Background: an optimization exercise with open tools, aiming at small area and a short achievable clock period. Do not read the settings as production practice.
In this exercise RTL edits were held to simulation tests only and were not proved equivalent to the original.

==> flow/design.v (outline; a module is shown in full before it is edited, if it fits) <==
// module DCT: 3419 lines
// module dct_fa: 6 lines
// module dct_ha: 6 lines
// module dct_ao: 5 lines
// module dct_and: 5 lines
// module dct_not: 5 lines
module DCT(clk,rst_n,ena,done,
  data_in0,data_in1,data_in2,data_in3,data_in4,data_in5,data_in6,data_in7,
  data_out0,data_out1,data_out2,data_out3,data_out4,data_out5,data_out6,data_out7);
  // ...
==> flow/flow/run.sh <==
#!/bin/bash
# The standard layout, with plain buf_1 cells as the input/output port buffers
# (the standard flow picks a larger delay-buffer cell for them).
set -euo pipefail
export BUFFER_PORTS_ARGS="-buffer_cell sky130_fd_sc_hd__buf_1"
bash standard.sh > standard.log 2>&1
==> flow/standard.sh <==
#!/bin/bash
# synth_recipe.tcl (not shown) runs the flow's synth.tcl, then flattens the netlist and writes it again
# the make line also repeats each setting of config.mk as NAME=value (left out here)
make -C /OpenROAD-flow-scripts/flow DESIGN_CONFIG=/design/flow/config.mk WORK_HOME=/design/flow/orfs CLKGATE_MAP_FILE= SYNTH_SCRIPT=/design/flow/synth_recipe.tcl "${@:-finish}"
==> flow/config.mk <==
export PLATFORM = sky130hd
export DESIGN_NAME = DCT
export DESIGN_NICKNAME = DCT
export VERILOG_FILES = /design/flow/design.v
export SDC_FILE = /design/flow/constraint.sdc
export NUM_CORES = 4
export LEC_CHECK = 0
export CAP_MARGIN = 20
export CORE_MARGIN = 2
export CORE_UTILIZATION = 40
export SETUP_SLACK_MARGIN = 2.0
export SLEW_MARGIN = 20
export SYNTH_HIERARCHICAL = 1
export SYNTH_MINIMUM_KEEP_SIZE = 0
==> flow/constraint.sdc <==
create_clock -name core_clock -period 4.5 [get_ports {clk}]
set_input_delay 0.9000 -clock core_clock [delete_from_list [all_inputs] [get_ports {clk}]]
set_output_delay 0.9000 -clock core_clock [all_outputs]
set_load 0.01 [all_outputs]
==> impl_metrics.toml, run 1 <==
[critical_path]
endpoint_kind = "flip-flop"
cp_top_family = "adder cells"
path_buf_inv = 4
arrival_ns = 3.30
r2r_start = "ra_m0[3]"
cp-start-kind = "primary input"
cp-endpoint = "ra_m12[9]"
crit_path_top_delay_cell = "fa_1"
path_cells = "buf_8 -> inv_8 -> fa_1 -> inv_2 -> fa_1 -> inv_2 -> ha_4 -> and2_4 -> a21o_4 -> a21o_1 -> a21o_1 -> xor2_1"

[route]
wl_met2_um = 27800
dr_wl_met3_um = 3200
route.detailed.drc = 0
detail-route-antenna-nets = 0

[placement]
hpwl_um = 45100
gp_congestion = 0.856
pre_cts_ws_ns = 0.869

[cells_and_area]
fillers = 5905
bufAreaShareNonClock_pct = 6.73
n_all_buffers = 345
multi_input_area_share_pct = 51.8
stdcell_area_um2 = 31400

[yosys]
synth_area_per_cell_um2 = 12.6
ys.flop_type = "dfxtp_1"
synth_compound_area_share_pct = 7.42
synth_top_family_by_area = "adder cells"
synth-xor-area-share_pct = 5.81
synth.most_common_cell = "dfxtp_1"
yosysWarnings = 7

[clock_tree]
clk_pin_slew_ns = 0.06
cts_buffers = 50
postCtsSetupRepairBufs = 90
postCtsResizedCells = 153

[floorplan]
die_area_um2 = 69200
ios = 228

[sta]
timing_hold_violations_final = 0
tightest_slew_ns = 0.635
finalSetupViolCount = 0

[global_routing]
antenna_found_initial = 14
use_met2_pct = 28.5

[status]
status = "complete, no violations"
==> inputs of run 2 (changes only) <==
--- a/flow/config.mk
+++ b/flow/config.mk
@@ -9,5 +9,5 @@
 export CORE_MARGIN = 2
 export CORE_UTILIZATION = 40
-export SETUP_SLACK_MARGIN = 2.0
+export SETUP_SLACK_MARGIN = 1.25
 export SLEW_MARGIN = 20
 export SYNTH_HIERARCHICAL = 1
==> impl_metrics.toml, run 2 <==
[clock_tree]
cts_buffers = 49
postCtsSetupRepairBufs = 0
cts_tree = "built"
h-tree-depth = 2
postCtsResizedCells = 0
holdBufCountCts = 0
clk_latency_ns = 0.61
cts.sinks = 438
clk_pin_slew_ns = 0.06
clk_path_buf_depth = 3
cts-root-buf = "clkbuf_16"

[critical_path]
crit_path_top_delay_cell = "dfxtp_1"
critical_path.max_stage_delay_ns = 0.82
required_ns = 4.94
r2r_start = "ra_m1[5]"
path_cells = "fa_1 -> fa_1 -> fa_1 -> inv_1 -> fa_1"
startpoint = "ra_m1[5]"
endpoint_kind = "flip-flop"
worstSetupPathType = "reg2reg"
r2r_cells = 5
arrival_ns = 3.54
cpMostUsedCell = "fa_1"
cp-start-kind = "flip-flop"
crit_fanout = 9

[placement]
pre_cts_ws_ns = 0.946
gp_congestion = 0.846
place_area_um2 = 27800
portBuffers = 225
hpwl_um = 44800

[route]
num_vias = 14300
route.detailed.drc = 0
first_pass_iters = 4
detail-route-antenna-nets = 0
drtIter0Drc = 464
wl_per_cell_um = 17.2
wl_um = 54700
avgViaCountPerCell = 4.50

[sta]
period_share_pct = 68.8
slew_viol_final = 0
finalSetupViolCount = 0
relSlewSlack_pct = 47.3
timing_hold_violations_final = 0
period_minus_slack_ns = 3.10
tightest_slew_ns = 0.789
skew_ns = 0.0303
rsz0062_at_grt = "false"
setup_slack_ns = 1.40
fmax_ghz = 0.323
tns_ns = 0

[yosys]
synth_edf_count = 0
async_flop_share_pct = 0.685
synth.most_common_cell = "dfxtp_1"
yosysWarnings = 7
syn_area_um2 = 26800
synth_area_per_cell_um2 = 12.6
synth_commonest_cells = "435 x dfxtp_1, 420 x fa_1, 336 x inv_1"
synth_area_leaders = "dfxtp_1 32%, fa_1 31%, ha_1 11%"
ys_types = 12
ys_seq_area_share_pct = 32.7
ys_ff_latch = 438
synth_cells = 2133
synth_top_cell_by_area = "dfxtp_1"
synth_top_area_share_pct = 32.5
ys.flop_type = "dfxtp_1"

[floorplan]
core_um2 = 66100
die_area_um2 = 69200
ios = 228
die_h_um = 263
initial_core_util_pct = 40.6
row_count = 94
fp.dieW_um = 263

[cells_and_area]
area_delta_synth_final_pct = 10.3
fillers = 6049
utilization_pct = 44.8
nNetsFinal = 3015
mostFrequentLayoutCell = "dfxtp_1"
final_cell_mix = "432 x dfxtp_1, 420 x fa_1, 336 x inv_1"
stdcell_area_um2 = 29600
drive_gt1_share_pct = 4.19

[status]
status = "complete, no violations"

[hold_path]
hold_path.class = "in2async"

[global_routing]
grt_first_pass_wirelength_um = 89100
grt_max_degree = 15
gr-total-overflow = 0
grt_use_total_pct = 16.6
antenna_found_initial = 16
grt_pass1_vias = 16300

[flow_run]
drv_cap = 0
-- run 2: cell counts after synthesis --
Identical to the previous run, type by type.
-- run 2: critical path: cells and delay by family (launching register included) --
family / cells / cell delay, ns
adder cells (fa/ha/maj): 4 / 2.06
buffers and inverters: 1 / 0.06
flip-flops: 1 / 0.82
-- run 2: cell families (layout without fill, tap and decap cells) --
logic type,after synthesis,after routing,synth area share [%]
xor+xnor,178,178,5.81
other cells,1,8,0.0140
simple gates,109,109,2.58
fa+ha+maj,666,666,42.8
buf+inv,476,655,8.62
flops,438,438,32.7
compound gates,265,265,7.42
-- run 2: area by class of cell --
class,instances,area (µm²),area share [%]
diodes,6,15.0,0.0507
well taps,864,1080,3.65
repair buffers,229,875,2.95
clock buffers,66,1410,4.77
clock inverters,24,410,1.39
inverters,336,1260,4.26
multi-input cells,1220,15800,53.2
flip-flops and latches,438,8790,29.7
-- run 2: metrics by stage --
step | std cells | hold WS [ns]
6_report | 3183 | 0.0821
2_1_floorplan | 2134 | 0.310
4_1_cts | 3177 | 0.0384
5_1_grt | 3179 | 0.0582
3_5_place_dp | 3087 | 0.313
3_3_place_gp | 3087 | 0.314
-- run 2: per-module statistics from Yosys, one instance, submodules excluded --
module	cells	area, µm²	flip-flops and latches
dct_ha	1	12.5	0
dct_not	1	3.75	0
DCT	773	11500	438
dct_fa	1	20.0	0
dct_and	1	6.26	0
dct_ao	1	7.51	0
-- run 2: routing by layer --
layer | global-route usage [%] | share of wire [%] | vias up
li1 | - | - | 6798
met1 | 21.1 | 44 | 7174
met2 | 28.1 | 48 | 239
met3 | 4.13 | 5.3 | 90
met4 | 4.76 | 2.6 | 16
met5 | 0 | 0.20 | -
-- run 2: worst paths after layout --
kind,end,slack (ns)
max,ryb7[4],1.40
min,vld[2],0.08
max reg2reg,ryb7[4],1.40
min reg2reg,ry4[0],0.33
max in group asynchronous,vld[1],4.27
min in group core_clock,ry4[0],0.33
==> inputs of run 3 (changes only) <==
--- a/flow/config.mk
+++ b/flow/config.mk
@@ -9,5 +9,5 @@
 export CORE_MARGIN = 2
 export CORE_UTILIZATION = 40
-export SETUP_SLACK_MARGIN = 1.25
+export SETUP_SLACK_MARGIN = 1.5
 export SLEW_MARGIN = 20
 export SYNTH_HIERARCHICAL = 1
==> impl_metrics.toml, run 3 <==
[flow_run]
drv_cap = 0

[route]
avgViaCountPerCell = 4.52
route.detailed.drc = 0
wl_um = 54600
drtIter0Drc = 526
num_vias = 14400
first_pass_iters = 4
detail-route-antenna-nets = 0
wl_per_cell_um = 17.1

[cells_and_area]
area_delta_synth_final_pct = 11.0
nNetsFinal = 3020
final_cell_mix = "420 x fa_1, 407 x dfxtp_1, 331 x inv_1"
finalNonFillerCells = 3186
drive_gt1_share_pct = 6.22
fillers = 6114
ff_latch_area_um2 = 8820
mostFrequentLayoutCell = "fa_1"
multi_input_area_um2 = 15900

[clock_tree]
cts_tree = "built"
holdBufCountCts = 0
cts-root-buf = "clkbuf_16"
clk_latency_ns = 0.59
clk_path_buf_depth = 3
h-tree-depth = 2
cts.sinks = 438
cts_buffers = 51
clk_pin_slew_ns = 0.06

[critical_path]
worstSetupPathType = "reg2reg"
endpoint_kind = "flip-flop"
required_ns = 4.95
crit_fanout = 9
cp-start-kind = "flip-flop"
arrival_ns = 3.38

[hold_path]
hold_path.class = "in2async"

[floorplan]
core_um2 = 66100
die_h_um = 263
initial_core_util_pct = 40.6
fp.dieW_um = 263
die_area_um2 = 69200
ios = 228
row_count = 94

[sta]
relSlewSlack_pct = 49.7
hold-worst-slack_ns = 0.114
skew_ns = 0.0157
slew_viol_final = 0
timing_hold_violations_final = 0
rsz0062_at_grt = "true"
finalSetupViolCount = 0
tightest_slew_ns = 0.753
fmax_ghz = 0.342
tns_ns = 0
period_minus_slack_ns = 2.93
period_share_pct = 65.1

[placement]
hpwl_um = 44800
dp.cells = 3088
gp_congestion = 0.818
portBuffers = 225

[global_routing]
antenna_found_initial = 21
gr-total-overflow = 0
grt_use_total_pct = 16.6
grt_max_degree = 14
grt_first_pass_wirelength_um = 88900
grt_pass1_vias = 16500

[yosys]
yosysWarnings = 7
syn_area_um2 = 26800
ys_types = 12
async_flop_share_pct = 0.685
ys_seq_area_share_pct = 32.7
synth_area_per_cell_um2 = 12.6
ys_ff_latch = 438
ys.flop_type = "dfxtp_1"
synth_commonest_cells = "435 x dfxtp_1, 420 x fa_1, 336 x inv_1"
synth_top_cell_by_area = "dfxtp_1"
synth_edf_count = 0
synth_cells = 2133
synth_area_leaders = "dfxtp_1 32%, fa_1 31%, ha_1 11%"
synth_top_area_share_pct = 32.5
synth.most_common_cell = "dfxtp_1"

[status]
status = "complete, no violations"
==> run 3: layout make-up <==
class / instances / area share [%]
inverter: 336 / 4.30
timing repair buffer: 232 / 3.03
multi-input combinational: 1220 / 53.4
tap: 864 / 3.63
sequential: 438 / 29.6
clock inverter: 22 / 1.12
clock buffer: 68 / 4.87
antenna: 6 / 0.0504
==> run 3: critical path, stage by stage (launching register included) <==
cell	delay, ns
dfxtp_1	0.80
fa_1	0.56
fa_1	0.39
inv_1	0.07
fa_1	0.43
fa_1	0.53
==> run 3: worst paths after layout <==
| kind | from | to | slack, ns | cells after the start |
|---|---|---|---|---|
| setup / recovery | ra_m3[7] | ryb7[7] | 1.57 | 5 |
| hold / removal | rst_n | vld[2] | 0.11 | 1 |
| setup reg to reg | ra_m3[7] | ryb7[7] | 1.57 | 5 |
| hold reg to reg | rya1[0] | ry1[0] | 0.33 | 0 |
| max in group asynchronous | rst_n | vld[0] | 4.24 | 1 |
| min in group core_clock | rya1[0] | ry1[0] | 0.33 | 0 |
==> run 3: Yosys stat by module (local to each module, per instance) <==
module,cells,copies in the design,cell area [µm²]
dct_ha,1,246,12.5
dct_fa,1,420,20.0
dct_ao,1,265,7.51
DCT,773,1,11500
dct_and,1,105,6.26
dct_not,1,324,3.75
==> run 3: kinds of logic after synthesis <==
family | after synthesis | share of synthesized area, %
adders and majority gates | 666 | 42.8
buffers and inverters | 476 | 8.62
AOI/OAI and AO/OA | 265 | 7.42
and+or+nand+nor | 109 | 2.58
xor gates and xnor gates | 178 | 5.81
DFF | 438 | 32.7
other | 1 | 0.0140
==> run 3: routing by layer <==
layer	global-route usage, %	routed length (µm)	vias up	share of wire, %
met2	26.8	25600	257	47
met3	5.36	3710	110	6.8
li1	-	-	6815	-
met4	4.94	1420	30	2.6
met5	0	192	-	0.35
met1	21.3	23700	7204	43
==> run 3: repair_timing <==
action                     4_1_cts  5_1_grt
resized for setup               21       12
setup endpoints to repair       35       30
buffers inserted                 0        2
==> run 3: through the flow <==
stage / area, µm² / setup WS, ns / utilization, %
detailed placement: 27900 / 0.898 / 42.2
floorplan: 27000 / 1.35 / -
finish: 29800 / 1.57 / 45.0
CTS: 29700 / 1.43 / 45.0
global placement: 27900 / 0.962 / 42.2
global route: 29800 / 1.47 / 45.0
==> inputs of run 4 (changes only) <==
--- a/flow/config.mk
+++ b/flow/config.mk
@@ -8,5 +8,6 @@
 export CAP_MARGIN = 20
 export CORE_MARGIN = 2
-export CORE_UTILIZATION = 40
+export CORE_UTILIZATION = 60
+export PLACE_DENSITY = 0.75
 export SETUP_SLACK_MARGIN = 1.5
 export SLEW_MARGIN = 20
==> impl_metrics.toml, run 4 <==
[critical_path]
rr_endpoint = "ryb5[7]"
r2r_slack_ns = 1.59
arrival_ns = 3.38
cp-start-kind = "primary input"
r2r_start = "ra_m3[7]"
required_ns = 4.97
worstSetupPathType = "in2reg"
r2r_cells = 4
endpoint_kind = "flip-flop"
crit_fanout = 4

[clock_tree]
clk_latency_ns = 0.58
cts.sinks = 438
cts-root-buf = "clkbuf_16"
cts_buffers = 48
cts_tree = "built"
clk_path_buf_depth = 3
clk_pin_slew_ns = 0.06
h-tree-depth = 2
holdBufCountCts = 0

[global_routing]
grt_use_total_pct = 23.5
antenna_found_initial = 10
gr-total-overflow = 0
grt_first_pass_wirelength_um = 83900
grt_max_degree = 15
grt_pass1_vias = 16100

[floorplan]
fp.dieW_um = 215
die_area_um2 = 46400
ios = 228
core_um2 = 44200
row_count = 77
die_h_um = 215
initial_core_util_pct = 60.7

[sta]
timing_hold_violations_final = 0
relSlewSlack_pct = 51.0
tightest_slew_ns = 0.734
slew_viol_final = 0
hold-worst-slack_ns = 0.127
fmax_ghz = 0.343
tns_ns = 0
period_share_pct = 64.7
period_minus_slack_ns = 2.91
skew_ns = 0.0119
finalSetupViolCount = 0
rsz0062_at_grt = "false"

[cells_and_area]
drive_gt1_share_pct = 6.02
nNetsFinal = 3015
final_cell_mix = "420 x fa_1, 406 x dfxtp_1, 332 x inv_1"
area_delta_synth_final_pct = 8.82
mostFrequentLayoutCell = "fa_1"
utilization_pct = 66.0
stdcell_area_um2 = 29200
fillers = 3285

[placement]
hpwl_um = 41000
place_area_um2 = 27600
gp_congestion = 0.857
portBuffers = 225

[hold_path]
hold_path.class = "in2async"

[route]
route.detailed.drc = 0
wl_met2_um = 24600
detail-route-antenna-nets = 0
wl_um = 50900
highest-signal-layer = "met5"
met1_length_um = 22200
drtIter0Drc = 568
num_vias = 14500
dr_wl_met3_um = 2640
wl_per_cell_um = 17.5
avgViaCountPerCell = 4.98
first_pass_iters = 4

[yosys]
ys_ff_latch = 438
ys_types = 12
async_flop_share_pct = 0.685
synth_area_per_cell_um2 = 12.6
synth_area_leaders = "dfxtp_1 32%, fa_1 31%, ha_1 11%"
synth_edf_count = 0
ys.flop_type = "dfxtp_1"
synth_cells = 2133
synth_top_cell_by_area = "dfxtp_1"
synth_top_area_share_pct = 32.5
synth.most_common_cell = "dfxtp_1"
synth_commonest_cells = "435 x dfxtp_1, 420 x fa_1, 336 x inv_1"
ys_seq_area_share_pct = 32.7
syn_area_um2 = 26800
yosysWarnings = 7

[status]
status = "complete, no violations"

[flow_run]
drv_cap = 0
[run 4: routing by layer]
layer	global-route usage, %	vias to the layer above
met5	0	-
met4	7.52	14
met3	4.93	92
met2	38.6	294
met1	31.4	7279
li1	-	6793
[run 4: what timing repair did]
item | 4_1_cts | 5_1_grt
hold endpoints to repair | 0 | 0
buffers inserted | 0 | 0
gates resized for setup | 16 | 20
setup endpoints to repair | 30 | 27
[run 4: area by class of cell]
cell class	instances	area, µm²	area share [%]
multi-input cells	1220	15900	54.4
flip-flops and latches	438	8820	30.2
clock buffers	66	1400	4.80
inverters	336	1280	4.37
repair buffers	230	891	3.05
well taps	592	741	2.54
clock inverters	18	171	0.587
diodes	4	10.0	0.0343
[run 4: Yosys stat by module, one instance, submodules excluded]
module,cells,flops+latches
dct_fa,1,0
dct_and,1,0
dct_ha,1,0
dct_ao,1,0
DCT,773,438
dct_not,1,0
[run 4: kinds of logic (layout without fill, tap and decap cells)]
| group | Yosys count | in the layout | synth area share, % |
|---|---|---|---|
| fa+ha+maj | 666 | 666 | 42.8 |
| other cells | 1 | 6 | 0.0140 |
| compound gates | 265 | 265 | 7.42 |
| xor+xnor | 178 | 178 | 5.81 |
| buf+inv | 476 | 650 | 8.62 |
| flops | 438 | 438 | 32.7 |
| simple gates | 109 | 109 | 2.58 |
[run 4: critical path, cell delays in order]
cell    delay, ns
buf_1        0.18
inv_1        0.10
ha_1         0.32
fa_1         0.52
inv_1        0.05
ha_1         0.29
a21o_1       0.22
a21o_1       0.23
a21o_1       0.23
a21o_1       0.18
xor2_1       0.16
[run 4: how the worst max path moves through the flow]
stage	from	end	slack (ns)	depth (start not counted)
after floorplan	data_in3[2]	ra_m03[9]	1.35	11
after global placement	data_in3[2]	ra_m03[9]	0.93	12
after detailed placement	data_in3[2]	ra_m03[9]	0.88	12
after CTS	ra_m2[7]	ryb3[7]	1.50	7
after global routing	data_in7[1]	ra_m03[9]	1.50	11
final	data_in7[1]	ra_m03[9]	1.59	11
[run 4: stage by stage]
| step | setup slack, ns | cells |
|---|---|---|
| 6_report | 1.59 | 2904 |
| 5_1_grt | 1.50 | 2900 |
| 4_1_cts | 1.50 | 2900 |
| 3_5_place_dp | 0.882 | 2816 |
| 3_3_place_gp | 0.933 | 2816 |
| 2_1_floorplan | 1.35 | 2134 |
==> inputs of run 5 (changes only) <==
--- a/flow/config.mk
+++ b/flow/config.mk
@@ -8,6 +8,7 @@
 export CAP_MARGIN = 20
 export CORE_MARGIN = 2
-export CORE_UTILIZATION = 60
-export PLACE_DENSITY = 0.75
+export CORE_UTILIZATION = 40
+export CTS_CLUSTER_DIAMETER = 70
+export CTS_CLUSTER_SIZE = 30
 export SETUP_SLACK_MARGIN = 1.5
 export SLEW_MARGIN = 20
==> impl_metrics.toml, run 5 <==
[status]
status = "complete, no violations"

[floorplan]
die_area_um2 = 69200
core_um2 = 66100
fp.dieW_um = 263
die_h_um = 263
ios = 228
initial_core_util_pct = 40.6
row_count = 94

[clock_tree]
clk_latency_ns = 0.57
postCtsSetupRepairBufs = 0
cts_buffers = 34
cts-root-buf = "clkbuf_16"
cts.sinks = 438
cts_tree = "built"
h-tree-depth = 2
clk_path_buf_depth = 3
holdBufCountCts = 0
clk_pin_slew_ns = 0.08

[critical_path]
arrival_ns = 3.35
cp-start-kind = "flip-flop"
crit_path_top_delay_cell = "dfxtp_2"
required_ns = 4.94
cp_top_family = "adder cells"
crit_fanout = 8
endpoint_kind = "flip-flop"
cpMostUsedCell = "fa_1"
path_cells = "inv_1 -> fa_1 -> fa_1 -> fa_1 -> fa_1"
path_buf_inv = 1
worstSetupPathType = "reg2reg"
critical_path.max_stage_delay_ns = 0.58

[yosys]
synth.most_common_cell = "dfxtp_1"
synth_commonest_cells = "435 x dfxtp_1, 420 x fa_1, 336 x inv_1"
ys_seq_area_share_pct = 32.7
ys_ff_latch = 438
ys_types = 12
synth_cells = 2133
async_flop_share_pct = 0.685
synth_area_per_cell_um2 = 12.6
synth_edf_count = 0
synth_area_leaders = "dfxtp_1 32%, fa_1 31%, ha_1 11%"
ys.flop_type = "dfxtp_1"
synth_top_area_share_pct = 32.5
syn_area_um2 = 26800
yosysWarnings = 7
synth_top_cell_by_area = "dfxtp_1"

[placement]
gp_congestion = 0.818
pre_cts_ws_ns = 0.898
place_area_um2 = 27900
dp.cells = 3088
hpwl_um = 44800
portBuffers = 225

[sta]
tightest_slew_ns = 0.733
rsz0062_at_grt = "false"
period_share_pct = 64.9
finalSetupViolCount = 0
setup_slack_ns = 1.58
timing_hold_violations_final = 0
fmax_ghz = 0.343
skew_ns = 0.0391
relSlewSlack_pct = 51.1
tns_ns = 0
period_minus_slack_ns = 2.92
slew_viol_final = 0

[route]
drtIter0Drc = 524
avgViaCountPerCell = 4.52
route.detailed.drc = 0
num_vias = 14300
wl_per_cell_um = 17.1
wl_um = 54000
detail-route-antenna-nets = 0
first_pass_iters = 4

[global_routing]
grt_first_pass_wirelength_um = 87900
grt_max_degree = 26
grt_use_total_pct = 16.4
antenna_found_initial = 20
grt_pass1_vias = 16300
gr-total-overflow = 0

[cells_and_area]
area_delta_synth_final_pct = 9.05
nNetsFinal = 3001
drive_gt1_share_pct = 5.08
final_cell_mix = "420 x fa_1, 408 x dfxtp_1, 332 x inv_1"
mostFrequentLayoutCell = "fa_1"
stdcell_area_um2 = 29300
ff_latch_area_um2 = 8820
multi_input_area_um2 = 15900
fillers = 6141
finalNonFillerCells = 3156

[flow_run]
drv_cap = 0

[hold_path]
hold_path.class = "in2async"
[run 5: area by class of cell]
| class | instances | share of cell area (%) |
|---|---|---|
| Multi-Input combinational cell | 1220 | 54.3 |
| Clock buffer | 38 | 3.03 |
| Clock inverter | 23 | 1.33 |
| Sequential cell | 438 | 30.1 |
| Timing Repair Buffer | 230 | 3.04 |
| Inverter | 336 | 4.36 |
| Tap cell | 864 | 3.70 |
| Antenna cell | 7 | 0.0599 |
[run 5: kinds of logic after synthesis]
| group | count (synthesis) | share of synthesized area, % |
|---|---|---|
| buf+inv | 476 | 8.62 |
| flops | 438 | 32.7 |
| xor+xnor | 178 | 5.81 |
| compound gates | 265 | 7.42 |
| fa+ha+maj | 666 | 42.8 |
| simple gates | 109 | 2.58 |
| other cells | 1 | 0.0140 |
[run 5: per-layer routing]
| metal | global-route usage, % | vias up | part of all wire [%] |
|---|---|---|---|
| li1 | - | 6765 | - |
| met1 | 21.4 | 7159 | 44 |
| met2 | 26.7 | 224 | 47 |
| met3 | 4.78 | 96 | 6.5 |
| met4 | 4.43 | 32 | 2.3 |
| met5 | 0 | - | 0.37 |
[run 5: metrics by stage]
| stage | utilization (%) | hold slack (ns) |
|---|---|---|
| final | 44.3 | 0.127 |
| after detailed placement | 42.2 | 0.314 |
| after floorplan | - | 0.310 |
| after global routing | 44.2 | 0.101 |
| after CTS | 44.2 | 0.0824 |
| after global placement | 42.2 | 0.314 |
[run 5: modules after synthesis (local to each module, per instance)]
module	flops+latches	times used
dct_not	0	324
dct_fa	0	420
dct_ao	0	265
dct_ha	0	246
dct_and	0	105
DCT	438	1
[run 5: repair_timing]
action | in CTS | in global routing
gates resized for setup | 18 | 15
setup endpoints to repair | 31 | 27
gates cloned | 0 | 0
[run 5: path summary, 6_finish.rpt]
kind / to / start / cells after the start / slack, ns
max in group asynchronous: vld[1] / rst_n / 1 / 4.22
max reg2reg: ryb7[7] / ra_m2[5] / 5 / 1.58
min reg2reg: ry2[0] / rya2[0] / 0 / 0.33
max: ryb7[7] / ra_m2[5] / 5 / 1.58
min in group core_clock: ry2[0] / rya2[0] / 0 / 0.33
min: vld[0] / rst_n / 1 / 0.13
==> inputs of run 6 (changes only) <==
--- a/flow/config.mk
+++ b/flow/config.mk
@@ -11,5 +11,5 @@
 export CTS_CLUSTER_DIAMETER = 70
 export CTS_CLUSTER_SIZE = 30
-export SETUP_SLACK_MARGIN = 1.5
+export SETUP_SLACK_MARGIN = 1.9
 export SLEW_MARGIN = 20
 export SYNTH_HIERARCHICAL = 1
==> impl_metrics.toml, run 6 <==
[status]
status = "complete, no violations"

[sta]
hold-worst-slack_ns = 0.136
timing_hold_violations_final = 0
fmax_ghz = 0.362
rsz0062_at_grt = "true"
tns_ns = 0
relSlewSlack_pct = 65.8
period_minus_slack_ns = 2.76
slew_viol_final = 0
finalSetupViolCount = 0
skew_ns = 0.0398
setup_slack_ns = 1.74
tightest_slew_ns = 0.512
period_share_pct = 61.4

[clock_tree]
cts_buffers = 36
clk_path_buf_depth = 3
cts-root-buf = "clkbuf_16"
clk_pin_slew_ns = 0.07
cts.sinks = 438
cts_tree = "built"
clk_latency_ns = 0.58
h-tree-depth = 2

[route]
wl_um = 54800
avgViaCountPerCell = 4.48
route.detailed.drc = 0
first_pass_iters = 6
detail-route-antenna-nets = 0
num_vias = 14600
wl_per_cell_um = 16.8
drtIter0Drc = 466

[cells_and_area]
final_cell_mix = "395 x dfxtp_1, 381 x fa_1, 317 x inv_1"
utilization_pct = 46.6
drive_gt1_share_pct = 14.4
finalNonFillerCells = 3256
stdcell_area_um2 = 30800
mostFrequentLayoutCell = "dfxtp_1"
fillers = 5980
area_delta_synth_final_pct = 14.7
nNetsFinal = 3102

[critical_path]
required_ns = 4.94
endpoint_kind = "flip-flop"
cp-start-kind = "primary input"
crit_fanout = 3
arrival_ns = 3.20
worstSetupPathType = "in2reg"

[yosys]
synth_edf_count = 0
synth_cells = 2133
ys_ff_latch = 438
synth_area_leaders = "dfxtp_1 32%, fa_1 31%, ha_1 11%"
synth_top_cell_by_area = "dfxtp_1"
synth.most_common_cell = "dfxtp_1"
ys.flop_type = "dfxtp_1"
synth_area_per_cell_um2 = 12.6
synth_commonest_cells = "435 x dfxtp_1, 420 x fa_1, 336 x inv_1"
syn_area_um2 = 26800
yosysWarnings = 7
async_flop_share_pct = 0.685
ys_types = 12
synth_top_area_share_pct = 32.5
ys_seq_area_share_pct = 32.7

[floorplan]
row_count = 94
initial_core_util_pct = 40.6
core_um2 = 66100
die_area_um2 = 69200
ios = 228
die_h_um = 263
fp.dieW_um = 263

[hold_path]
hold_path.class = "in2async"

[global_routing]
antenna_found_initial = 18
grt_max_degree = 26
gr-total-overflow = 0
grt_first_pass_wirelength_um = 89300
grt_use_total_pct = 16.6
grt_pass1_vias = 16300

[placement]
place_area_um2 = 27900
gp_congestion = 0.815
hpwl_um = 44300
pre_cts_ws_ns = 0.926
dp.cells = 3083
portBuffers = 225

[flow_run]
drv_cap = 0
[run 6: changes by cell type in the layout (fill, tap and decap cells not counted), sizes merged]
cell      previous run  this run
diode                7         4
buf                225       328
bufinv               4         1
inv                347       346
clkinvlp             3         6
clkinv               5         6
[run 6: final cells by class]
class                   count  area (µm²)  area share, %
multi-input cells        1220       16200           52.6
clock inverters            23         334           1.09
well taps                 864        1080           3.51
clock buffers              42         985           3.20
flip-flops and latches    438        8930           29.0
inverters                 336        1300           4.23
diodes                      4        10.0         0.0325
repair buffers            329        1950           6.34
[run 6: layer usage]
metal	up-vias	global-route usage, %	wire (µm)
met5	-	0	165
met4	24	3.54	1030
met3	80	4.97	3400
met2	214	27.0	25800
met1	7307	22.0	24400
li1	6970	-	-
[run 6: final timing paths]
check,start,endpoint,slack [ns],cells after the start
min in group core_clock,rya1[0],ry1[0],0.34,0
min,rst_n,vld[0],0.14,1
max in group asynchronous,rst_n,vld[2],4.22,1
min reg2reg,rya1[0],ry1[0],0.34,0
max,data_in6[2],ra_p12[9],1.74,9
max reg2reg,ra_m1[5],ryb5[8],1.86,6
[run 6: timing repair]
action	CTS	global route
setup endpoints to repair	88	61
resized for setup	150	68
hold buffers	0	0
pin swaps	60	70
buffers inserted	75	29
[run 6: cells by family after synthesis]
logic type               share of synthesized area (%)
AND/OR/NAND/NOR                                   2.58
other                                           0.0140
buffers and inverters                             8.62
AO/OA/AOI/OAI                                     7.42
XOR/XNOR                                          5.81
flip-flops                                        32.7
adder cells (fa/ha/maj)                           42.8
[run 6: per-module statistics from Yosys (local to each module, per instance)]
module	flip-flops and latches	cells inside
DCT	438	773
dct_and	0	1
dct_ao	0	1
dct_fa	0	1
dct_ha	0	1
dct_not	0	1
[run 6: worst max-delay path: stages]
cell and delay, ns:
buf_2 0.15, fa_2 0.55, fa_1 0.45, ha_4 0.25
and2_4 0.13, a21o_1 0.20, a21o_1 0.24, a21o_1 0.17
xor2_1 0.16
==> inputs of run 7 (changes only) <==
--- a/flow/config.mk
+++ b/flow/config.mk
@@ -9,7 +9,5 @@
 export CORE_MARGIN = 2
 export CORE_UTILIZATION = 40
-export CTS_CLUSTER_DIAMETER = 70
-export CTS_CLUSTER_SIZE = 30
-export SETUP_SLACK_MARGIN = 1.9
+export SETUP_SLACK_MARGIN = 1.75
 export SLEW_MARGIN = 20
 export SYNTH_HIERARCHICAL = 1
==> impl_metrics.toml, run 7 <==
[status]
status = "complete, no violations"

[critical_path]
r2r_cells = 5
rr_endpoint = "ryb7[7]"
required_ns = 4.96
arrival_ns = 3.23
worstSetupPathType = "in2reg"
path_cells = "buf_6 -> fa_1 -> fa_1 -> ha_4 -> and2_4 -> a21o_4 -> a21o_1 -> a21o_1 -> xor2_1"
crit_fanout = 4
crit_path_top_delay_cell = "fa_1"
cp-start-kind = "primary input"
endpoint_kind = "flip-flop"
critical_path.max_stage_delay_ns = 0.56
r2r_start = "ra_m2[5]"
r2r_slack_ns = 1.76

[yosys]
synth_top_area_share_pct = 32.5
yosysWarnings = 7
synth_edf_count = 0
synth_commonest_cells = "435 x dfxtp_1, 420 x fa_1, 336 x inv_1"
synth_top_cell_by_area = "dfxtp_1"
ys_types = 12
synth_area_per_cell_um2 = 12.6
synth.most_common_cell = "dfxtp_1"
ys_ff_latch = 438
synth_area_leaders = "dfxtp_1 32%, fa_1 31%, ha_1 11%"
ys.flop_type = "dfxtp_1"
async_flop_share_pct = 0.685
synth_cells = 2133
ys_seq_area_share_pct = 32.7
syn_area_um2 = 26800

[cells_and_area]
multi_input_area_um2 = 16000
ff_latch_area_um2 = 8900
drive_gt1_share_pct = 10.6
final_cell_mix = "418 x fa_1, 398 x dfxtp_1, 327 x inv_1"
area_delta_synth_final_pct = 13.3
mostFrequentLayoutCell = "fa_1"
nNetsFinal = 3058
fillers = 6088

[global_routing]
gr-max-usage-layer = "met2"
grt_use_met1_pct = 21.0
grt_pass1_vias = 16400
grt_use_total_pct = 16.4
use_met2_pct = 26.8
antenna_found_initial = 23
grt_first_pass_wirelength_um = 87800
grt_max_degree = 15
use_met3_pct = 4.98
gr-total-overflow = 0

[sta]
fmax_ghz = 0.361
hold-worst-slack_ns = 0.112
skew_ns = 0.0276
period_minus_slack_ns = 2.77
rsz0062_at_grt = "true"
tns_ns = 0
slew_viol_final = 0
relSlewSlack_pct = 63.4
tightest_slew_ns = 0.548
finalSetupViolCount = 0
timing_hold_violations_final = 0
period_share_pct = 61.5

[floorplan]
ios = 228
fp.dieW_um = 263
initial_core_util_pct = 40.6
row_count = 94
die_h_um = 263
die_area_um2 = 69200
core_um2 = 66100

[clock_tree]
cts_tree = "built"
clk_path_buf_depth = 3
h-tree-depth = 2
cts_buffers = 50
clk_pin_slew_ns = 0.06
cts.sinks = 438
cts-root-buf = "clkbuf_16"
clk_latency_ns = 0.59

[placement]
portBuffers = 225
hpwl_um = 44400
gp_congestion = 0.815

[route]
wl_per_cell_um = 16.8
wl_um = 54400
num_vias = 14500
first_pass_iters = 4
route.detailed.drc = 0
detail-route-antenna-nets = 0
avgViaCountPerCell = 4.48
drtIter0Drc = 441

[hold_path]
hold_path.class = "in2async"

[flow_run]
drv_cap = 0
[run 7: changes by cell type in the layout (fill, tap and decap cells not counted), sizes merged]
cell | before | now
buf | 328 | 257
clkbuf | 43 | 79
inv | 346 | 337
diode | 4 | 12
bufinv | 1 | 6
clkinvlp | 6 | 11
clkinv | 6 | 8
[run 7: routing by layer]
layer  routed length, µm  share of wire [%]  vias to the layer above
li1                    -                  -                     6892
met1               23500                 43                     7207
met2               25600                 47                      255
met3                3830                7.0                      105
met4                1230                2.3                       28
met5                 172               0.32                        -
[run 7: critical path: cells and delay by family]
kind,cells,cell delay [ns]
compound gates,3,0.62
xor+xnor,1,0.15
simple gates,1,0.15
fa+ha+maj,3,1.29
buf+inv,1,0.10
[run 7: final cells by class]
class | instances | share of cell area, %
sequential | 438 | 29.3
tap | 864 | 3.56
inverter | 336 | 4.26
multi-input combinational | 1220 | 52.8
antenna | 12 | 0.0988
timing repair buffer | 271 | 4.30
clock buffer | 65 | 4.66
clock inverter | 26 | 1.09
[run 7: how the worst max path moves through the flow]
stage,slack [ns],cells after the start,to,startpoint
final,1.73,9,ra_p12[9],data_in2[3]
after global routing,1.69,5,ryb7[7],ra_m2[5]
after CTS,1.67,6,ryb7[7],ra_m1[4]
after detailed placement,0.90,12,ra_m12[9],data_in2[2]
after global placement,0.96,12,ra_m12[9],data_in2[2]
after floorplan,1.35,11,ra_m03[9],data_in3[2]
[run 7: modules after synthesis, one instance, submodules excluded]
module   cells inside  flops+latches  times used
DCT               773            438           1
dct_fa              1              0         420
dct_ao              1              0         265
dct_and             1              0         105
dct_ha              1              0         246
dct_not             1              0         324
[run 7: logic make-up after synthesis]
logic type	after synthesis	share of synthesized area, %
adder cells (fa/ha/maj)	666	42.8
buffers and inverters	476	8.62
flip-flops	438	32.7
AO/OA/AOI/OAI	265	7.42
XOR/XNOR	178	5.81
AND/OR/NAND/NOR	109	2.58
other	1	0.0140
[run 7: what timing repair did]
item                                    in CTS  in global routing
buffers inserted                            16                 26
pin swaps                                   14                 32
endpoints found under the setup margin      81                 39
gates resized for setup                     87                 53
hold buffers                                 0                  0
cloned                                       0                  0
[run 7: through the flow]
stage               area [µm²]  util (%)  std cells  worst slack, ns
finish                   30400      46.0       3232             1.73
global placement         27900      42.2       3087            0.964
detailed placement       27900      42.2       3087            0.896
CTS                      30000      45.3       3194             1.67
floorplan                27000         -       2134             1.35
global route             30400      46.0       3226             1.69
==> inputs of run 8 (changes only) <==
--- a/flow/config.mk
+++ b/flow/config.mk
@@ -9,4 +9,6 @@
 export CORE_MARGIN = 2
 export CORE_UTILIZATION = 40
+export CTS_CLUSTER_DIAMETER = 70
+export CTS_CLUSTER_SIZE = 30
 export SETUP_SLACK_MARGIN = 1.75
 export SLEW_MARGIN = 20
==> impl_metrics.toml, run 8 <==
[yosys]
ys_ff_latch = 438
yosysWarnings = 7
ys.flop_type = "dfxtp_1"
ys_seq_area_share_pct = 32.7
synth.most_common_cell = "dfxtp_1"
syn_area_um2 = 26800
synth_cells = 2133
async_flop_share_pct = 0.685
synth_area_per_cell_um2 = 12.6
synth_commonest_cells = "435 x dfxtp_1, 420 x fa_1, 336 x inv_1"
synth_area_leaders = "dfxtp_1 32%, fa_1 31%, ha_1 11%"
synth_edf_count = 0
synth_top_cell_by_area = "dfxtp_1"
ys_types = 12
synth_top_area_share_pct = 32.5

[placement]
hpwl_um = 44400
portBuffers = 225
dp.cells = 3087
gp_congestion = 0.815

[critical_path]
r2r_cells = 6
worstSetupPathType = "in2reg"
cp-start-kind = "primary input"
endpoint_kind = "flip-flop"
required_ns = 4.95
r2r_start = "ra_m2[4]"
arrival_ns = 3.20
crit_fanout = 3
rr_endpoint = "ryb7[7]"
r2r_slack_ns = 1.80

[clock_tree]
clk_path_buf_depth = 3
cts_tree = "built"
cts.sinks = 438
clk_latency_ns = 0.59
h-tree-depth = 2
cts-root-buf = "clkbuf_16"
cts_buffers = 36
clk_pin_slew_ns = 0.09

[floorplan]
core_um2 = 66100
die_area_um2 = 69200
row_count = 94
ios = 228
die_h_um = 263
fp.dieW_um = 263
initial_core_util_pct = 40.6

[sta]
timing_hold_violations_final = 0
relSlewSlack_pct = 62.5
rsz0062_at_grt = "true"
tns_ns = 0
fmax_ghz = 0.363
finalSetupViolCount = 0
skew_ns = 0.0424
tightest_slew_ns = 0.562
period_minus_slack_ns = 2.75
period_share_pct = 61.2
hold-worst-slack_ns = 0.102
slew_viol_final = 0

[route]
detail-route-antenna-nets = 0
wl_per_cell_um = 16.9
first_pass_iters = 4
num_vias = 14400
route.detailed.drc = 0
drtIter0Drc = 470
wl_um = 54000
avgViaCountPerCell = 4.48

[global_routing]
grt_first_pass_wirelength_um = 87300
antenna_found_initial = 24
grt_use_total_pct = 16.3
grt_max_degree = 31
grt_pass1_vias = 16200
gr-total-overflow = 0

[cells_and_area]
ff_latch_area_um2 = 8900
area_delta_synth_final_pct = 11.9
multi_input_area_um2 = 16000
finalNonFillerCells = 3204
mostFrequentLayoutCell = "fa_1"
nNetsFinal = 3045
utilization_pct = 45.4
fillers = 6112
final_cell_mix = "418 x fa_1, 398 x dfxtp_1, 327 x inv_1"
drive_gt1_share_pct = 9.61

[hold_path]
hold_path.class = "in2async"

[status]
status = "complete, no violations"

[flow_run]
drv_cap = 0
[run 8: routing by layer]
layer / wire (µm) / share of wire (%) / vias to the layer above / GRT usage [%]
met5: 198 / 0.37 / - / 0
met4: 1100 / 2.0 / 32 / 4.03
met3: 3310 / 6.1 / 86 / 4.84
met2: 25500 / 47 / 228 / 26.9
met1: 23900 / 44 / 7166 / 21.0
li1: - / - / 6855 / -
[run 8: kinds of logic after synthesis]
kind of cell,share of synthesized area [%]
compound gates,7.42
xor+xnor,5.81
fa+ha+maj,42.8
buf+inv,8.62
flops,32.7
other cells,0.0140
simple gates,2.58
[run 8: worst max path at each step]
stage	start	end	slack (ns)
3_5_place_dp	data_in2[2]	ra_m12[9]	0.90
5_1_grt	data_in6[7]	ra_p12[9]	1.69
2_1_floorplan	data_in3[2]	ra_m03[9]	1.35
4_1_cts	ra_m1[4]	ryb7[7]	1.66
6_report	data_in1[2]	ra_p12[9]	1.75
3_3_place_gp	data_in2[2]	ra_m12[9]	0.96
[run 8: repair_timing]
item,in CTS,in global routing
setup endpoints to repair,82,45
pin swaps,19,28
buffers inserted,17,26
resized for setup,87,48
hold buffers,0,0
[run 8: modules after synthesis (local to each module, per instance)]
module,cells inside,area (µm²),flip-flops and latches,times used
dct_ha,1,12.5,0,246
DCT,773,11500,438,1
dct_and,1,6.26,0,105
dct_fa,1,20.0,0,420
dct_not,1,3.75,0,324
dct_ao,1,7.51,0,265
[run 8: critical path, cell delays in order]
cell and delay [ns]:
buf_2 0.14, fa_2 0.58, fa_1 0.45, ha_4 0.24
and2_1 0.13, a21o_1 0.20, a21o_1 0.23, a21o_1 0.17
xor2_1 0.15
[run 8: cell type report]
class                      instances  area share [%]
clock inverter                    24            1.41
multi-input combinational       1220            53.4
clock buffer                      42            3.28
inverter                         336            4.31
sequential                       438            29.6
antenna                            8          0.0667
tap                              864            3.60
timing repair buffer             272            4.33
[run 8: through the flow]
| step | setup slack, ns | instance area [µm²] |
|---|---|---|
| finish | 1.75 | 30000 |
| global route | 1.69 | 30000 |
| CTS | 1.66 | 29600 |
| detailed placement | 0.896 | 27900 |
| global placement | 0.964 | 27900 |
| floorplan | 1.35 | 27000 |
==> inputs of run 9 (changes only) <==
--- a/flow/config.mk
+++ b/flow/config.mk
@@ -6,5 +6,5 @@
 export NUM_CORES = 4
 export LEC_CHECK = 0
-export CAP_MARGIN = 20
+export CAP_MARGIN = 10
 export CORE_MARGIN = 2
 export CORE_UTILIZATION = 40
@@ -12,5 +12,5 @@
 export CTS_CLUSTER_SIZE = 30
 export SETUP_SLACK_MARGIN = 1.75
-export SLEW_MARGIN = 20
+export SLEW_MARGIN = 10
 export SYNTH_HIERARCHICAL = 1
 export SYNTH_MINIMUM_KEEP_SIZE = 0
==> impl_metrics.toml, run 9 <==
[floorplan]
row_count = 94
core_um2 = 66100
fp.dieW_um = 263
die_area_um2 = 69200
die_h_um = 263
initial_core_util_pct = 40.6
ios = 228

[sta]
setup_slack_ns = 1.75
period_share_pct = 61.2
skew_ns = 0.0424
fmax_ghz = 0.363
timing_hold_violations_final = 0
tns_ns = 0
tightest_slew_ns = 0.562
period_minus_slack_ns = 2.75
finalSetupViolCount = 0
relSlewSlack_pct = 62.5
slew_viol_final = 0
rsz0062_at_grt = "true"

[critical_path]
endpoint_kind = "flip-flop"
worstSetupPathType = "in2reg"
crit_fanout = 3
arrival_ns = 3.20
cp-start-kind = "primary input"
required_ns = 4.95

[route]
num_vias = 14400
first_pass_iters = 4
drtIter0Drc = 470
wl_um = 54000
route.detailed.drc = 0
avgViaCountPerCell = 4.48
detail-route-antenna-nets = 0
wl_per_cell_um = 16.9

[yosys]
synth_top_area_share_pct = 32.5
synth_area_leaders = "dfxtp_1 32%, fa_1 31%, ha_1 11%"
synth_commonest_cells = "435 x dfxtp_1, 420 x fa_1, 336 x inv_1"
yosysWarnings = 7
ys_seq_area_share_pct = 32.7
ys_ff_latch = 438
ys.flop_type = "dfxtp_1"
async_flop_share_pct = 0.685
synth_area_per_cell_um2 = 12.6
synth.most_common_cell = "dfxtp_1"
ys_types = 12
syn_area_um2 = 26800
synth_top_cell_by_area = "dfxtp_1"
synth_cells = 2133
synth_edf_count = 0

[clock_tree]
holdBufCountCts = 0
cts.sinks = 438
clk_path_buf_depth = 3
cts_buffers = 36
clk_pin_slew_ns = 0.09
clk_latency_ns = 0.59
cts-root-buf = "clkbuf_16"
h-tree-depth = 2
cts_tree = "built"

[global_routing]
grt_use_total_pct = 16.3
antenna_found_initial = 24
gr-total-overflow = 0
use_met3_pct = 4.84
grt_max_degree = 31
grt_pass1_vias = 16200
use_met2_pct = 26.9
grt_first_pass_wirelength_um = 87300
gr-max-usage-layer = "met2"
grt_use_met1_pct = 21.0

[cells_and_area]
final_cell_mix = "418 x fa_1, 398 x dfxtp_1, 327 x inv_1"
nNetsFinal = 3045
fillers = 6112
ff_latch_area_um2 = 8900
drive_gt1_share_pct = 9.61
mostFrequentLayoutCell = "fa_1"
area_delta_synth_final_pct = 11.9
multi_input_area_um2 = 16000

[placement]
portBuffers = 225
gp_congestion = 0.815
pre_cts_ws_ns = 0.896
hpwl_um = 44400

[status]
status = "complete, no violations"

[hold_path]
hold_path.class = "in2async"

[flow_run]
drv_cap = 0
==> run 9: routing by layer <==
layer / part of all wire (%) / wire length (µm)
met5: 0.37 / 198
met4: 2.0 / 1100
met3: 6.1 / 3310
met2: 47 / 25500
met1: 44 / 23900
==> run 9: per-module statistics from Yosys, one instance, submodules excluded <==
module   flops+latches  times used
dct_ha               0         246
dct_not              0         324
dct_ao               0         265
dct_fa               0         420
DCT                438           1
dct_and              0         105
==> run 9: cell type report <==
type / count / share of cell area [%]
antenna: 8 / 0.0667
tap: 864 / 3.60
timing repair buffer: 272 / 4.33
clock buffer: 42 / 3.28
sequential: 438 / 29.6
multi-input combinational: 1220 / 53.4
inverter: 336 / 4.31
clock inverter: 24 / 1.41
==> run 9: timing repair <==
action,CTS,global route
pin swaps,19,28
endpoints found under the setup margin,82,45
buffers inserted,17,26
gates resized for setup,87,48
==> run 9: stage by stage <==
stage / std cells / area, µm² / hold slack (ns) / utilization, %
after floorplan: 2134 / 27000 / 0.310 / -
after global placement: 3087 / 27900 / 0.315 / 42.2
after detailed placement: 3087 / 27900 / 0.312 / 42.2
after CTS: 3170 / 29600 / 0.0721 / 44.8
after global routing: 3202 / 30000 / 0.0822 / 45.4
final: 3204 / 30000 / 0.102 / 45.4
==> run 9: worst paths after layout <==
kind | start | to | slack (ns) | cells after the start
max | data_in1[2] | ra_p12[9] | 1.75 | 9
min | rst_n | vld[0] | 0.10 | 1
max reg2reg | ra_m2[4] | ryb7[7] | 1.80 | 6
max in group asynchronous | rst_n | vld[1] | 4.23 | 1
min in group core_clock | rya1[0] | ry1[0] | 0.33 | 0
min reg2reg | rya1[0] | ry1[0] | 0.33 | 0
==> run 9: logic make-up after synthesis <==
family	count (synthesis)	share of synthesized area, %
simple gates	109	2.58
xor+xnor	178	5.81
compound gates	265	7.42
flops	438	32.7
fa+ha+maj	666	42.8
other cells	1	0.0140
buf+inv	476	8.62
==> run 9: worst max-delay path, cell delays in order <==
cell and delay, ns:
buf_2 0.14, fa_2 0.58, fa_1 0.45, ha_4 0.24, and2_1 0.13, a21o_1 0.20, a21o_1 0.23, a21o_1 0.17
xor2_1 0.15

## separate check: timing with driven ports
How much do the figures lean on ideal ports? The routed layouts below were timed once more, with nothing changed but the port constraints. Step 1 assumes that a clkbuf_16 drives the clock port and a buf_2 every other input. Step 2, shift: input delay + t, output delay - t, t = (earliest + latest rising clock arrival at the registers) / 2. This alone moves slack from input paths to output paths. a / b / c = ideal / step 1 / step 2; a / b = the first two.
run	t, ns	slack for setup (ns)	clock arrival spread, ns
run 1	0.642	1.678 / 1.648 / 1.006	0.020 / 0.020
run 2	0.653	1.402 / 1.402 / 0.869	0.030 / 0.031
run 3	0.640	1.572 / 1.570 / 0.930	0.020 / 0.020
run 4	0.624	1.587 / 1.552 / 0.928	0.016 / 0.016
run 5	0.613	1.581 / 1.553 / 0.940	0.040 / 0.040
run 6	0.619	1.738 / 1.705 / 1.086	0.042 / 0.041
run 7	0.640	1.733 / 1.702 / 1.062	0.030 / 0.030
run 8	0.625	1.746 / 1.692 / 1.067	0.043 / 0.043
run 9	0.625	1.746 / 1.692 / 1.067	0.043 / 0.043
After both steps every run listed still meets setup and hold.
